Background: an optimization exercise with open tools, aiming at small area, a short achievable clock period and few clock cycles per item. Do not read the settings as production practice. In this exercise RTL edits were held to simulation tests only and were not proved equivalent to the original. Power figures rest on the tool's default switching activity, not on a simulated workload.

==> flow/design.v, too long to show whole: its modules and the start of the top module <==
// module mult: 2462 lines
// module mult_fa: 4 lines
// module mult_ha: 4 lines
module mult (
    input clock, reset, start,
    input DATA rs1, rs2,
    input MULT_FUNC func,
    output DATA result,
    output done
);
  // ...
==> flow/flow/run.sh <==
#!/bin/bash
# The standard layout (the standard.sh: ORFS synthesis through finish), except
# that the port buffers buffer_ports inserts are plain buf_2 cells rather than the
# delay cells it picks by default. Make's full output goes to flow_make.log.
set -euo pipefail
bash standard.sh BUFFER_PORTS_ARGS="-buffer_cell sky130_fd_sc_hd__buf_2" finish > flow_make.log 2>&1
==> flow/standard.sh <==
#!/bin/bash
# synth_recipe.tcl (not shown) runs the flow's synth.tcl, then flattens the netlist and writes it again
# the make line also repeats each setting of config.mk as NAME=value (left out here)
make -C /OpenROAD-flow-scripts/flow DESIGN_CONFIG=/design/flow/config.mk WORK_HOME=/design/flow/orfs CLKGATE_MAP_FILE= SYNTH_SCRIPT=/design/flow/synth_recipe.tcl "${@:-finish}"
==> flow/config.mk <==
export PLATFORM = sky130hd
export DESIGN_NAME = mult
export DESIGN_NICKNAME = mult
export VERILOG_FILES = /design/flow/design.v
export SDC_FILE = /design/flow/constraint.sdc
export NUM_CORES = 4
export LEC_CHECK = 0
export ABC_AREA = 1
export CAP_MARGIN = 20
export CORE_MARGIN = 2
export CORE_UTILIZATION = 60
export PLACE_DENSITY = 0.7
export SETUP_SLACK_MARGIN = 4.0
export SLEW_MARGIN = 20
export SYNTH_HIERARCHICAL = 1
export TNS_END_PERCENT = 0
==> flow/constraint.sdc <==
create_clock -name core_clock -period 9.0 [get_ports {clock}]
set_input_delay 1.8000 -clock core_clock [delete_from_list [all_inputs] [get_ports {clock}]]
set_output_delay 1.8000 -clock core_clock [all_outputs]
set_load 0.01 [all_outputs]
==> flow_summary.json, run 1 <==
{
  "seq_cell_count": 136,
  "bufAreaShareNonClock": 0.0686,
  "outcome": "finished clean",
  "synth_simple_gate_area_frac": 0.0884,
  "gp_congestion": 0.986,
  "drv_cap": 0,
  "whs_endpoint": "done_q$_SDFF_PP0_",
  "tns_ns": 0,
  "crit_path_top_delay_cell": "buf_2",
  "wl_um": 106000,
  "muxShareOfSynthArea": 0,
  "worst-setup-path-type": "primary input to flop",
  "met3_usage": 0.149,
  "clk_transition_reported_paths_ns": 0.07,
  "period_needed_ns": 5.20,
  "multi_input_comb_cells": 2326,
  "hold_depth": 2,
  "slew_viol_final": 0,
  "final_common_cell": "xnor2_1",
  "post_cts_buffers": 48,
  "p_sw_frac": 0.537,
  "p_per_area_nw_per_um2": 403,
  "post-place-ws_ns": 2.38,
  "worst_slack_ns": 3.80,
  "dp.cells": 3385,
  "multi_input_area_sq_um": 23500,
  "synth_edf_count": 0,
  "startpoint_type": "primary input",
  "use_met2": 0.668,
  "min_from": "reset",
  "fmax_ghz": 0.192,
  "whs_ns": 1.47,
  "n_all_buffers": 219,
  "insertedDiodeCount": 0
}
Testbench counts, summed over its fixed seeds: cycles 24,000, ops 24,000.
==> inputs of run 2 (changes only) <==
--- a/flow/design.v
+++ b/flow/design.v
@@ -1303,95 +1303,95 @@
     wire s1003;
     wire c1004;
     wire s1005;
     wire c1006;
     wire s1007;
     wire c1008;
     wire s1009;
     wire c1010;
-    wire bo0 = rs2[0] ^ 1'b0;
-    wire bt0 = (rs2[1] & ~rs2[0] & ~1'b0) | (~rs2[1] & rs2[0] & 1'b0);
-    wire [34:0] ax0 = {aa, 1'b0} ^ {35{rs2[1]}};
-    wire [33:0] pp0 = ({34{bo0}} & ax0[34:1]) | ({34{bt0}} & ax0[33:0]);
+    wire bo0_n, bt0_n;
+    mult_benc u_benc0 (.x2(rs2[1]), .x1(rs2[0]), .x0(1'b0), .one_n(bo0_n), .two_n(bt0_n));
+    wire [34:0] ax0_n = ~({aa, 1'b0} ^ {35{rs2[1]}});
+    wire [33:0] pp0 = ~(({34{bo0_n}} | ax0_n[34:1]) & ({34{bt0_n}} | ax0_n[33:0]));
     wire bn0 = rs2[1] & ~(rs2[0] & 1'b0);
-    wire bo1 = rs2[2] ^ rs2[1];
-    wire bt1 = (rs2[3] & ~rs2[2] & ~rs2[1]) | (~rs2[3] & rs2[2] & rs2[1]);
-    wire [34:0] ax1 = {aa, 1'b0} ^ {35{rs2[3]}};
-    wire [33:0] pp1 = ({34{bo1}} & ax1[34:1]) | ({34{bt1}} & ax1[33:0]);
+    wire bo1_n, bt1_n;
+    mult_benc u_benc1 (.x2(rs2[3]), .x1(rs2[2]), .x0(rs2[1]), .one_n(bo1_n), .two_n(bt1_n));
+    wire [34:0] ax1_n = ~({aa, 1'b0} ^ {35{rs2[3]}});
+    wire [33:0] pp1 = ~(({34{bo1_n}} | ax1_n[34:1]) & ({34{bt1_n}} | ax1_n[33:0]));
     wire bn1 = rs2[3] & ~(rs2[2] & rs2[1]);
-    wire bo2 = rs2[4] ^ rs2[3];
-    wire bt2 = (rs2[5] & ~rs2[4] & ~rs2[3]) | (~rs2[5] & rs2[4] & rs2[3]);
-    wire [34:0] ax2 = {aa, 1'b0} ^ {35{rs2[5]}};
-    wire [33:0] pp2 = ({34{bo2}} & ax2[34:1]) | ({34{bt2}} & ax2[33:0]);
+    wire bo2_n, bt2_n;
+    mult_benc u_benc2 (.x2(rs2[5]), .x1(rs2[4]), .x0(rs2[3]), .one_n(bo2_n), .two_n(bt2_n));
+    wire [34:0] ax2_n = ~({aa, 1'b0} ^ {35{rs2[5]}});
+    wire [33:0] pp2 = ~(({34{bo2_n}} | ax2_n[34:1]) & ({34{bt2_n}} | ax2_n[33:0]));
     wire bn2 = rs2[5] & ~(rs2[4] & rs2[3]);
-    wire bo3 = rs2[6] ^ rs2[5];
-    wire bt3 = (rs2[7] & ~rs2[6] & ~rs2[5]) | (~rs2[7] & rs2[6] & rs2[5]);
-    wire [34:0] ax3 = {aa, 1'b0} ^ {35{rs2[7]}};
-    wire [33:0] pp3 = ({34{bo3}} & ax3[34:1]) | ({34{bt3}} & ax3[33:0]);
+    wire bo3_n, bt3_n;
+    mult_benc u_benc3 (.x2(rs2[7]), .x1(rs2[6]), .x0(rs2[5]), .one_n(bo3_n), .two_n(bt3_n));
+    wire [34:0] ax3_n = ~({aa, 1'b0} ^ {35{rs2[7]}});
+    wire [33:0] pp3 = ~(({34{bo3_n}} | ax3_n[34:1]) & ({34{bt3_n}} | ax3_n[33:0]));
     wire bn3 = rs2[7] & ~(rs2[6] & rs2[5]);
-    wire bo4 = rs2[8] ^ rs2[7];
-    wire bt4 = (rs2[9] & ~rs2[8] & ~rs2[7]) | (~rs2[9] & rs2[8] & rs2[7]);
-    wire [34:0] ax4 = {aa, 1'b0} ^ {35{rs2[9]}};
-    wire [33:0] pp4 = ({34{bo4}} & ax4[34:1]) | ({34{bt4}} & ax4[33:0]);
+    wire bo4_n, bt4_n;
+    mult_benc u_benc4 (.x2(rs2[9]), .x1(rs2[8]), .x0(rs2[7]), .one_n(bo4_n), .two_n(bt4_n));
+    wire [34:0] ax4_n = ~({aa, 1'b0} ^ {35{rs2[9]}});
+    wire [33:0] pp4 = ~(({34{bo4_n}} | ax4_n[34:1]) & ({34{bt4_n}} | ax4_n[33:0]));
     wire bn4 = rs2[9] & ~(rs2[8] & rs2[7]);
-    wire bo5 = rs2[10] ^ rs2[9];
-    wire bt5 = (rs2[11] & ~rs2[10] & ~rs2[9]) | (~rs2[11] & rs2[10] & rs2[9]);
-    wire [34:0] ax5 = {aa, 1'b0} ^ {35{rs2[11]}};
-    wire [33:0] pp5 = ({34{bo5}} & ax5[34:1]) | ({34{bt5}} & ax5[33:0]);
+    wire bo5_n, bt5_n;
+    mult_benc u_benc5 (.x2(rs2[11]), .x1(rs2[10]), .x0(rs2[9]), .one_n(bo5_n), .two_n(bt5_n));
+    wire [34:0] ax5_n = ~({aa, 1'b0} ^ {35{rs2[11]}});
+    wire [33:0] pp5 = ~(({34{bo5_n}} | ax5_n[34:1]) & ({34{bt5_n}} | ax5_n[33:0]));
     wire bn5 = rs2[11] & ~(rs2[10] & rs2[9]);
-    wire bo6 = rs2[12] ^ rs2[11];
-    wire bt6 = (rs2[13] & ~rs2[12] & ~rs2[11]) | (~rs2[13] & rs2[12] & rs2[11]);
-    wire [34:0] ax6 = {aa, 1'b0} ^ {35{rs2[13]}};
-    wire [33:0] pp6 = ({34{bo6}} & ax6[34:1]) | ({34{bt6}} & ax6[33:0]);
+    wire bo6_n, bt6_n;
+    mult_benc u_benc6 (.x2(rs2[13]), .x1(rs2[12]), .x0(rs2[11]), .one_n(bo6_n), .two_n(bt6_n));
+    wire [34:0] ax6_n = ~({aa, 1'b0} ^ {35{rs2[13]}});
+    wire [33:0] pp6 = ~(({34{bo6_n}} | ax6_n[34:1]) & ({34{bt6_n}} | ax6_n[33:0]));
     wire bn6 = rs2[13] & ~(rs2[12] & rs2[11]);
-    wire bo7 = rs2[14] ^ rs2[13];
-    wire bt7 = (rs2[15] & ~rs2[14] & ~rs2[13]) | (~rs2[15] & rs2[14] & rs2[13]);
-    wire [34:0] ax7 = {aa, 1'b0} ^ {35{rs2[15]}};
-    wire [33:0] pp7 = ({34{bo7}} & ax7[34:1]) | ({34{bt7}} & ax7[33:0]);
+    wire bo7_n, bt7_n;
+    mult_benc u_benc7 (.x2(rs2[15]), .x1(rs2[14]), .x0(rs2[13]), .one_n(bo7_n), .two_n(bt7_n));
+    wire [34:0] ax7_n = ~({aa, 1'b0} ^ {35{rs2[15]}});
+    wire [33:0] pp7 = ~(({34{bo7_n}} | ax7_n[34:1]) & ({34{bt7_n}} | ax7_n[33:0]));
     wire bn7 = rs2[15] & ~(rs2[14] & rs2[13]);
-    wire bo8 = rs2[16] ^ rs2[15];
-    wire bt8 = (rs2[17] & ~rs2[16] & ~rs2[15]) | (~rs2[17] & rs2[16] & rs2[15]);
-    wire [34:0] ax8 = {aa, 1'b0} ^ {35{rs2[17]}};
-    wire [33:0] pp8 = ({34{bo8}} & ax8[34:1]) | ({34{bt8}} & ax8[33:0]);
+    wire bo8_n, bt8_n;
+    mult_benc u_benc8 (.x2(rs2[17]), .x1(rs2[16]), .x0(rs2[15]), .one_n(bo8_n), .two_n(bt8_n));
+    wire [34:0] ax8_n = ~({aa, 1'b0} ^ {35{rs2[17]}});
+    wire [33:0] pp8 = ~(({34{bo8_n}} | ax8_n[34:1]) & ({34{bt8_n}} | ax8_n[33:0]));
     wire bn8 = rs2[17] & ~(rs2[16] & rs2[15]);
-    wire bo9 = rs2[18] ^ rs2[17];
-    wire bt9 = (rs2[19] & ~rs2[18] & ~rs2[17]) | (~rs2[19] & rs2[18] & rs2[17]);
-    wire [34:0] ax9 = {aa, 1'b0} ^ {35{rs2[19]}};
-    wire [33:0] pp9 = ({34{bo9}} & ax9[34:1]) | ({34{bt9}} & ax9[33:0]);
+    wire bo9_n, bt9_n;
+    mult_benc u_benc9 (.x2(rs2[19]), .x1(rs2[18]), .x0(rs2[17]), .one_n(bo9_n), .two_n(bt9_n));
+    wire [34:0] ax9_n = ~({aa, 1'b0} ^ {35{rs2[19]}});
+    wire [33:0] pp9 = ~(({34{bo9_n}} | ax9_n[34:1]) & ({34{bt9_n}} | ax9_n[33:0]));
     wire bn9 = rs2[19] & ~(rs2[18] & rs2[17]);
-    wire bo10 = rs2[20] ^ rs2[19];
-    wire bt10 = (rs2[21] & ~rs2[20] & ~rs2[19]) | (~rs2[21] & rs2[20] & rs2[19]);
-    wire [34:0] ax10 = {aa, 1'b0} ^ {35{rs2[21]}};
-    wire [33:0] pp10 = ({34{bo10}} & ax10[34:1]) | ({34{bt10}} & ax10[33:0]);
+    wire bo10_n, bt10_n;
+    mult_benc u_benc10 (.x2(rs2[21]), .x1(rs2[20]), .x0(rs2[19]), .one_n(bo10_n), .two_n(bt10_n));
+    wire [34:0] ax10_n = ~({aa, 1'b0} ^ {35{rs2[21]}});
+    wire [33:0] pp10 = ~(({34{bo10_n}} | ax10_n[34:1]) & ({34{bt10_n}} | ax10_n[33:0]));
     wire bn10 = rs2[21] & ~(rs2[20] & rs2[19]);
-    wire bo11 = rs2[22] ^ rs2[21];
-    wire bt11 = (rs2[23] & ~rs2[22] & ~rs2[21]) | (~rs2[23] & rs2[22] & rs2[21]);
-    wire [34:0] ax11 = {aa, 1'b0} ^ {35{rs2[23]}};
-    wire [33:0] pp11 = ({34{bo11}} & ax11[34:1]) | ({34{bt11}} & ax11[33:0]);
+    wire bo11_n, bt11_n;
+    mult_benc u_benc11 (.x2(rs2[23]), .x1(rs2[22]), .x0(rs2[21]), .one_n(bo11_n), .two_n(bt11_n));
+    wire [34:0] ax11_n = ~({aa, 1'b0} ^ {35{rs2[23]}});
+    wire [33:0] pp11 = ~(({34{bo11_n}} | ax11_n[34:1]) & ({34{bt11_n}} | ax11_n[33:0]));
     wire bn11 = rs2[23] & ~(rs2[22] & rs2[21]);
-    wire bo12 = rs2[24] ^ rs2[23];
-    wire bt12 = (rs2[25] & ~rs2[24] & ~rs2[23]) | (~rs2[25] & rs2[24] & rs2[23]);
-    wire [34:0] ax12 = {aa, 1'b0} ^ {35{rs2[25]}};
-    wire [33:0] pp12 = ({34{bo12}} & ax12[34:1]) | ({34{bt12}} & ax12[33:0]);
+    wire bo12_n, bt12_n;
+    mult_benc u_benc12 (.x2(rs2[25]), .x1(rs2[24]), .x0(rs2[23]), .one_n(bo12_n), .two_n(bt12_n));
+    wire [34:0] ax12_n = ~({aa, 1'b0} ^ {35{rs2[25]}});
+    wire [33:0] pp12 = ~(({34{bo12_n}} | ax12_n[34:1]) & ({34{bt12_n}} | ax12_n[33:0]));
     wire bn12 = rs2[25] & ~(rs2[24] & rs2[23]);
-    wire bo13 = rs2[26] ^ rs2[25];
-    wire bt13 = (rs2[27] & ~rs2[26] & ~rs2[25]) | (~rs2[27] & rs2[26] & rs2[25]);
-    wire [34:0] ax13 = {aa, 1'b0} ^ {35{rs2[27]}};
-    wire [33:0] pp13 = ({34{bo13}} & ax13[34:1]) | ({34{bt13}} & ax13[33:0]);
+    wire bo13_n, bt13_n;
+    mult_benc u_benc13 (.x2(rs2[27]), .x1(rs2[26]), .x0(rs2[25]), .one_n(bo13_n), .two_n(bt13_n));
+    wire [34:0] ax13_n = ~({aa, 1'b0} ^ {35{rs2[27]}});
+    wire [33:0] pp13 = ~(({34{bo13_n}} | ax13_n[34:1]) & ({34{bt13_n}} | ax13_n[33:0]));
     wire bn13 = rs2[27] & ~(rs2[26] & rs2[25]);
-    wire bo14 = rs2[28] ^ rs2[27];
-    wire bt14 = (rs2[29] & ~rs2[28] & ~rs2[27]) | (~rs2[29] & rs2[28] & rs2[27]);
-    wire [34:0] ax14 = {aa, 1'b0} ^ {35{rs2[29]}};
-    wire [33:0] pp14 = ({34{bo14}} & ax14[34:1]) | ({34{bt14}} & ax14[33:0]);
+    wire bo14_n, bt14_n;
+    mult_benc u_benc14 (.x2(rs2[29]), .x1(rs2[28]), .x0(rs2[27]), .one_n(bo14_n), .two_n(bt14_n));
+    wire [34:0] ax14_n = ~({aa, 1'b0} ^ {35{rs2[29]}});
+    wire [33:0] pp14 = ~(({34{bo14_n}} | ax14_n[34:1]) & ({34{bt14_n}} | ax14_n[33:0]));
     wire bn14 = rs2[29] & ~(rs2[28] & rs2[27]);
-    wire bo15 = rs2[30] ^ rs2[29];
-    wire bt15 = (rs2[31] & ~rs2[30] & ~rs2[29]) | (~rs2[31] & rs2[30] & rs2[29]);
-    wire [34:0] ax15 = {aa, 1'b0} ^ {35{rs2[31]}};
-    wire [33:0] pp15 = ({34{bo15}} & ax15[34:1]) | ({34{bt15}} & ax15[33:0]);
+    wire bo15_n, bt15_n;
+    mult_benc u_benc15 (.x2(rs2[31]), .x1(rs2[30]), .x0(rs2[29]), .one_n(bo15_n), .two_n(bt15_n));
+    wire [34:0] ax15_n = ~({aa, 1'b0} ^ {35{rs2[31]}});
+    wire [33:0] pp15 = ~(({34{bo15_n}} | ax15_n[34:1]) & ({34{bt15_n}} | ax15_n[33:0]));
     wire bn15 = rs2[31] & ~(rs2[30] & rs2[29]);
     wire [33:0] pp16 = {34{rs2[31] & ~b_sign}} & aa;
     mult_ha u_ha1 (.a(bn0), .b(pp0[0]), .s(s1), .co(c2));
     mult_ha u_ha2 (.a(pp0[1]), .b(c2), .s(s3), .co(c4));
     mult_ha u_ha3 (.a(bn1), .b(pp0[2]), .s(s5), .co(c6));
     mult_fa u_fa4 (.a(pp1[0]), .b(s5), .c(c4), .s(s7), .co(c8));
     mult_ha u_ha5 (.a(pp0[3]), .b(pp1[1]), .s(s9), .co(c10));
     mult_fa u_fa6 (.a(c6), .b(s9), .c(c8), .s(s11), .co(c12));
@@ -2749,12 +2749,16 @@
     assign prod[63] = ap0[63] ^ pg191;
     assign result = is_mul_q ? prod[31:0] : prod[63:32];
     assign done = done_q;
 endmodule
 module mult_fa (input a, b, c, output s, co);
     assign s = a ^ b ^ c;
     assign co = (a & b) | (a & c) | (b & c);
 endmodule
+module mult_benc (input x2, x1, x0, output one_n, two_n);
+    assign one_n = ~(x1 ^ x0);
+    assign two_n = ~((x2 ^ x1) & ~(x1 ^ x0));
+endmodule
 module mult_ha (input a, b, output s, co);
     assign s = a ^ b;
     assign co = a & b;
 endmodule
==> run 2 against run 1 <==
Synthesized area decreased by 0.42%. Sequential share of layout area decreased by 0.065 points. Largest cell class unchanged. Sequential power about the same. Wire length increased by 1.2%. Critical endpoint is now q0_49$_DFF_P_. Maximum frequency increased by 2.5%.
==> flow_summary.json, run 2 <==
{
  "worst_pin_slew_ns": 0.807,
  "synth_largest_area_cell": "fa_1",
  "syn2layout_area_growth_pct": 16.4,
  "synth_edf_count": 0,
  "p_per_area_nw_per_um2": 416,
  "slew_viol_final": 0,
  "first_pass_iters": 8,
  "route.vias.total": 24700,
  "cts_made_buffers": 17,
  "synth_cells": 2928,
  "peakVddDrop_uv": 397,
  "gr-usage-all-layers": 0.433,
  "cts_sinks": 136,
  "drv_cap": 0,
  "most-common-layout-cells": "xnor2_1, o22ai_1, fa_1",
  "overflow": 0,
  "core_sq_um": 44100,
  "outcome": "finished clean",
  "ys.flop_type": "dfxtp_1",
  "final_common_cell": "xnor2_1",
  "grt_setup_unrepaired": "yes",
  "start_util": 0.606,
  "grt_pass1_vias": 23800,
  "fmax_ghz": 0.197,
  "wl_um": 107000,
  "gp_congestion": 1.02,
  "whs_ns": 1.51,
  "layout.nets": 3606,
  "p_leak_nw": 12.6,
  "cts_tree": "built",
  "yosysSeqAreaShare": 0.102,
  "dieHeight_um": 215,
  "hold_viol": 0,
  "tns_ns": 0,
  "startpoint_type": "primary input",
  "dieArea_sq_um": 46300,
  "worst-setup-path-type": "primary input to flop",
  "synth_top_area_share": 0.359,
  "synth_common_cells": "xnor2_1, o22ai_1, fa_1",
  "port_buffers": 101,
  "worst_slack_ns": 3.93,
  "ios": 103,
  "post-synth-top-count-cell": "xnor2_1",
  "min_period_over_period": 0.564,
  "drive_above_1_share": 0.176,
  "p_total_mw": 12.9,
  "worst_ep_required_time_ns": 9.28,
  "grt_max_degree": 39,
  "synth_seq_cells": 136,
  "post-route-drc-count": 0,
  "hold_path_class": "primary input to flop",
  "fp-row-count": 77,
  "synth_area_leaders": "fa_1, xnor2_1, o22ai_1",
  "relSlewSlack": 0.456,
  "via_per_inst": 6.97,
  "period_needed_ns": 5.07,
  "final_cells": 3547,
  "ys_warn_count": 7,
  "drt-initial-drc-count": 4070,
  "syn_avg_cell_area_sq_um": 9.13,
  "final_antenna_net_count": 0,
  "clk_transition_reported_paths_ns": 0.09,
  "cts_root_buf": "clkbuf_16",
  "fin_area_sq_um": 31100,
  "max-clock-path-buffers": 2,
  "yosysUniqueCellTypes": 40,
  "crit_path_max_fanout": 18,
  "htreeDepth": 4,
  "hpwl_um": 69300,
  "async_reset_ff_frac": 0,
  "post_drt_wl_per_cell_um": 30.1,
  "antenna_found_initial": 1,
  "cp_data_arrival_time_ns": 5.36,
  "worst_setup_path_end_kind": "flop",
  "dieWidth_um": 215,
  "grt_pass1_wl_um": 148000,
  "final_util": 0.705,
  "setup_violations": 0,
  "placed_cell_area_sq_um": 27500,
  "cts-hold-fix-buffers": 0,
  "dp.cells": 3407,
  "post-place-ws_ns": 2.44,
  "synth_area_sq_um": 26700
}
-- run 2: cell families after synthesis --
group	Yosys count	share of synthesized area
AOI/OAI and AO/OA	665	0.153
adders and majority gates	593	0.412
xor gates and xnor gates	547	0.179
and+or+nand+nor	502	0.0800
buffers and inverters	484	0.0737
DFF	136	0.102
other	1	0.000140
-- run 2: critical path: stages --
cell	delay, ns
clkbuf_4	0.17
buf_12	0.17
o21ai_4	0.27
nand2_4	0.18
buf_8	0.21
o22ai_1	0.20
fa_1	0.47
fa_1	0.39
fa_1	0.43
fa_1	0.55
fa_2	0.50
-- run 2: final timing paths --
| check | slack (ns) | start | endpoint | depth (start not counted) |
|---|---|---|---|---|
| min | 1.51 | func[0] | is_mul_q$_DFF_P_ | 2 |
| max | 3.93 | rs2[29] | q0_49$_DFF_P_ | 11 |
-- run 2: where the power goes --
| part | total [mW] | internal [mW] | leakage (nW) | switching [mW] |
|---|---|---|---|---|
| sequential | 1.23 | 1.09 | 1.14 | 0.148 |
| clock | 0.740 | 0.449 | 0.289 | 0.291 |
| combinational | 11.0 | 4.51 | 11.2 | 6.47 |
| total | 12.9 | 6.04 | 12.6 | 6.91 |
-- run 2: per-layer routing --
metal / track usage / share of wire / vias up
li1: - / - / 9964
met1: 0.586 / 0.36 / 11900
met2: 0.601 / 0.39 / 2375
met3: 0.174 / 0.17 / 487
met4: 0.210 / 0.069 / 4
met5: 0.0115 / 0.00088 / -
-- run 2: modules after synthesis (local to each module, per instance) --
module	copies in the design	cell area [sq um]
mult_fa	476	20.0
mult_ha	48	12.5
mult	1	16100
mult_benc	16	28.8
-- run 2: repair_timing --
action / CTS / global route
endpoints found under the setup margin: 145 / 89
gates cloned: 13 / 20
buffers inserted: 16 / 60
pin swaps: 13 / 52
resized for setup: 149 / 262
-- run 2: area by class of cell --
cell class	instances	area [sq um]
Clock inverter	10	145
Timing Repair Buffer	250	2760
Clock buffer	20	457
Antenna cell	1	2.50
Inverter	214	806
Fill cell	3375	13000
Multi-Input combinational cell	2324	23500
Sequential cell	136	2730
Tap cell	592	741
Testbench counts of run 2, summed over its fixed seeds: cycles 24,000, ops 24,000.

re-timing with driven ports:
No port has a modelled driver above. Below, the same layouts with a new extraction and two added sets of constraints. Step 1: set_driving_cell puts a clkbuf_16 on clock and a buf_2 on each other input, an assumption about the parent block. Step 2 adds t to the input delays and takes it off the output delays; t is the mean of the earliest and latest rising clock arrival at the registers after step 1. Input paths then give back, and output paths get back, about the clock's delay inside the block. Three values: ideal ports, drivers, drivers and shift; two values: the first two.
run	shift t [ns]	setup slack, ns	worst hold slack (ns)
run 1	0.533	3.797 / 3.803 / 3.293	1.472 / 1.430 / 1.963
run 2	0.506	3.926 / 3.861 / 3.355	1.507 / 1.469 / 1.975
After both steps setup and hold are still met in every run listed. The setup slack of run 2, which loses most, moves by -0.065 ns with the drivers and by -0.571 ns with both steps.
